From an optimization exercise on the open Yosys and OpenROAD flow, aimed at small area; shortcuts taken in it are not production practice. In this exercise RTL edits were held to simulation tests only and were not proved equivalent to the original. Power and IR drop assume default switching activity.

wip/pepper:
==> flow/design.v (excerpt) <==
module riscv(
    input clk,
    input reset,
    input [4:0] debug_reg_select,
    output [31:0] debug_reg_out,
    output [31:0] fetchPC,
    input  [31:0] imem_rdata,
    output [31:0] dmem_addr,
    output [31:0] dmem_wdata,
    output        dmem_we,
    output [1:0]  dmem_size,
    input  [31:0] dmem_rdata
);
wire [31:0] ins = imem_rdata;
wire b6 = ins[6];
wire b5 = ins[5];
wire b4 = ins[4];
wire b3 = ins[3];
wire b2 = ins[2];
wire [2:0] f3 = ins[14:12];
wire nr = ~reset;
wire is_load   = ~b6 & ~b5 & ~b4;
wire is_store  = ~b6 &  b5 & ~b4;
wire is_aluop  =  b4 & ~b2;             
wire is_op     =  b4 & ~b2 & b5;        
wire is_lui    =  b5 & b4 & b2;
wire is_auipc  = ~b5 & b4 & b2;
wire is_branch =  b6 & ~b2;
wire is_jal    =  b3;
wire is_jalr   =  b6 & b2 & ~b3;
wire is_link   =  b6 & b2;              
wire reg_write = ~(b5 & ~b4 & ~b2);     
reg  [31:0] pc;
wire [31:0] pc4;
wire [31:0] tgt;
wire [31:0] npc;
wire [31:2] ic;
assign ic[2] = 1'b1;
genvar gi;
generate
    for (gi = 2; gi < 32; gi = gi + 1) begin : inc
        assign pc4[gi] = pc[gi] ^ ic[gi];
        if (gi < 31) begin : c
            assign ic[gi+1] = ic[gi] & pc[gi];
        end
    end
endgenerate
assign pc4[1:0] = pc[1:0];
wire [31:0] imm_t;
assign imm_t[0]     = 1'b0;
assign imm_t[4:1]   = b6 ? (b3 ? ins[24:21] : ins[11:8]) : 4'b0;
assign imm_t[10:5]  = b6 ? ins[30:25] : 6'b0;
assign imm_t[11]    = b6 & (b3 ? ins[20] : ins[7]);
assign imm_t[19:12] = b2 ? ins[19:12] : {8{ins[31]}};
assign imm_t[31:20] = b6 ? {12{ins[31]}} : ins[31:20];
wire [31:2] tgt_pp, tgt_gg;
assign tgt[0] = pc[0];
assign tgt[1] = pc[1] ^ imm_t[1];
addchain #(30) tgt_add (.a(pc[31:2]), .b(imm_t[31:2]), .ci(pc[1] & imm_t[1]),
                        .s(tgt[31:2]), .pp(tgt_pp), .gg(tgt_gg));
wire [31:0] rs1, rs2, wd;
wire [991:0] q;
wire [30:0] wdec, sel1, sel2, sel3;
dec5 dec_w (.a(ins[11:7]), .y(wdec));
generate
    for (gi = 1; gi < 32; gi = gi + 1) begin : x
        reg [31:0] r;
        always @(posedge clk)
            if (reset | (reg_write & wdec[gi-1]))
                r <= wd;
  ...
Size: roughly 3700 cells after synthesis, ~200 I/O pins.
==> flow/config.mk <==
export PLATFORM = sky130hd
export DESIGN_NAME = riscv
export DESIGN_NICKNAME = riscv
export VERILOG_FILES = /design/flow/design.v
export SDC_FILE = /design/flow/constraint.sdc
export NUM_CORES = 8
export LEC_CHECK = 0
export CAP_MARGIN = 0
export CORE_MARGIN = 2
export CORE_UTILIZATION = 45
export CTS_BUF_LIST = sky130_fd_sc_hd__clkbuf_4
export PLACE_DENSITY = 0.6
export SLEW_MARGIN = 0
export SYNTH_HIERARCHICAL = 1
==> flow/constraint.sdc <==
create_clock -name core_clock -period 15.0 [get_ports {clk}]
set_input_delay 3.0000 -clock core_clock [delete_from_list [all_inputs] [get_ports {clk}]]
set_output_delay 3.0000 -clock core_clock [all_outputs]
set_load 0.01 [all_outputs]
run.sh (not shown) runs the stock make flow with config.mk's settings and CLKGATE_MAP_FILE= SYNTH_SCRIPT=/design/flow/synth_recipe.tcl, a recipe that flattens the netlist after the stock synthesis.
> inputs changed (wip/pepper -> wip/fjord)
--- a/flow/config.mk
+++ b/flow/config.mk
@@ -9,5 +9,7 @@
 export CORE_MARGIN = 2
-export CORE_UTILIZATION = 45
-export CTS_BUF_LIST = sky130_fd_sc_hd__clkbuf_4
-export PLACE_DENSITY = 0.6
+export CORE_UTILIZATION = 60
+export CTS_BUF_LIST = sky130_fd_sc_hd__clkbuf_16
+export CTS_CLUSTER_DIAMETER = 80
+export CTS_CLUSTER_SIZE = 30
+export PLACE_DENSITY = 0.75
 export SLEW_MARGIN = 0
wip/fjord — die area 25% lower, wip/pepper as reference. wip/fjord ends up with lower worst-case setup margin in the final layout than wip/pepper does. Looking only at global-route usage, and setting everything else aside, the higher value of wip/pepper and wip/fjord goes to wip/fjord.
For wip/onyx, these inputs were changed with respect to wip/fjord:
--- a/flow/config.mk
+++ b/flow/config.mk
@@ -9,7 +9,5 @@
 export CORE_MARGIN = 2
-export CORE_UTILIZATION = 60
-export CTS_BUF_LIST = sky130_fd_sc_hd__clkbuf_16
-export CTS_CLUSTER_DIAMETER = 80
-export CTS_CLUSTER_SIZE = 30
-export PLACE_DENSITY = 0.75
+export CORE_UTILIZATION = 45
+export CTS_BUF_LIST = sky130_fd_sc_hd__clkbuf_8
+export PLACE_DENSITY = 0.6
 export SLEW_MARGIN = 0
==> comparison <==
wip/onyx vs wip/fjord, cell area reported after detailed placement went up by about 0.7%. Worst slack at placement: wip/onyx < wip/fjord. wip/onyx: critical-path maximum fanout 2 below wip/fjord. From wip/fjord to wip/onyx the numbers moved as follows: count of clock buffers in the final design increased by 270% relative to the old numbers; power dissipated by switching net loads increased by 9.2% relative to the old numbers. Global-route usage down 12 points in wip/onyx wrt wip/fjord. Comparing wip/onyx and wip/fjord, the lower aggregate routed wire length was measured on wip/fjord.
Setup changes, wip/onyx to wip/tundra
==> flow/flow/run.sh (new file) <==
#!/bin/bash
# Own layout flow: the standard ORFS flow (standard.sh, all steps), with
#  - every input and output port buffered by the smallest buffer, buf_1,
#    instead of the flow's default port buffer cell;
#  - the clock tree built from clkbuf_16 clusters of up to 30 sinks, without
#    dummy loads.
# Each ORFS step writes its full log under orfs/logs/; make's own output goes
# to make_finish.log in this folder.
set -euo pipefail
export BUFFER_PORTS_ARGS="-buffer_cell sky130_fd_sc_hd__buf_1"
export CTS_ARGS="-sink_clustering_enable -repair_clock_nets -dont_use_dummy_load -buf_list sky130_fd_sc_hd__clkbuf_16 -sink_clustering_size 30 -sink_clustering_max_diameter 80"
bash standard.sh > make_finish.log 2>&1
==> flow/standard.sh (new file) <==
#!/bin/bash
# synth_recipe.tcl (not shown) runs the flow's synth.tcl, then flattens the netlist and writes it again
# the make line also repeats each setting of config.mk as NAME=value (left out here)
make -C /OpenROAD-flow-scripts/flow DESIGN_CONFIG=/design/flow/config.mk WORK_HOME=/design/flow/orfs CLKGATE_MAP_FILE= SYNTH_SCRIPT=/design/flow/synth_recipe.tcl "${@:-finish}"
--- a/flow/config.mk
+++ b/flow/config.mk
@@ -9,5 +9,4 @@
 export CORE_MARGIN = 2
-export CORE_UTILIZATION = 45
-export CTS_BUF_LIST = sky130_fd_sc_hd__clkbuf_8
-export PLACE_DENSITY = 0.6
+export CORE_UTILIZATION = 60
+export PLACE_DENSITY = 0.75
 export SLEW_MARGIN = 0
removed: flow/run.sh
==> summary.txt <==
wip/tundra completed end to end with timing, DRC and antenna clean.
wip/onyx ended up with imem_rdata[23] as its launching instance or port of the critical path; wip/tundra ended up with imem_rdata[24].
[compare] base=wip/onyx new=wip/tundra: relative slew slack moved down; height of the die lower; total die area went down by about 25%; power went down by 1200 uW; first-pass GRT wire length shrank by 17000 um.
The clock buffer count in the final layout of wip/tundra falls short of that of wip/onyx by 128.

separate check: timing with driven ports:
In the flow no input, the clock included, has a driving cell. The finished layouts below were timed again as built, in two steps. Step 1: set_driving_cell puts a clkbuf_16 on clk and a buf_2 on each other input, an assumption about the parent block. Step 2 also shifts input and output timing later by t, the mid clock arrival at the registers, as if the neighbouring blocks saw the same clock. Slacks: no drivers / after step 1 / after step 2; pairs: no drivers / after step 1.
run	t, ns	setup slack, ns	worst register clock-pin slew, ns
wip/pepper	1.243	0.531 / 0.505 / 0.505	0.08 / 0.08
wip/fjord	0.736	0.434 / 0.407 / 0.407	0.12 / 0.12
wip/onyx	0.943	0.533 / 0.507 / 0.507	0.07 / 0.07
wip/tundra	0.715	0.369 / 0.342 / 0.342	0.12 / 0.12
After both steps every run listed still meets setup and hold.
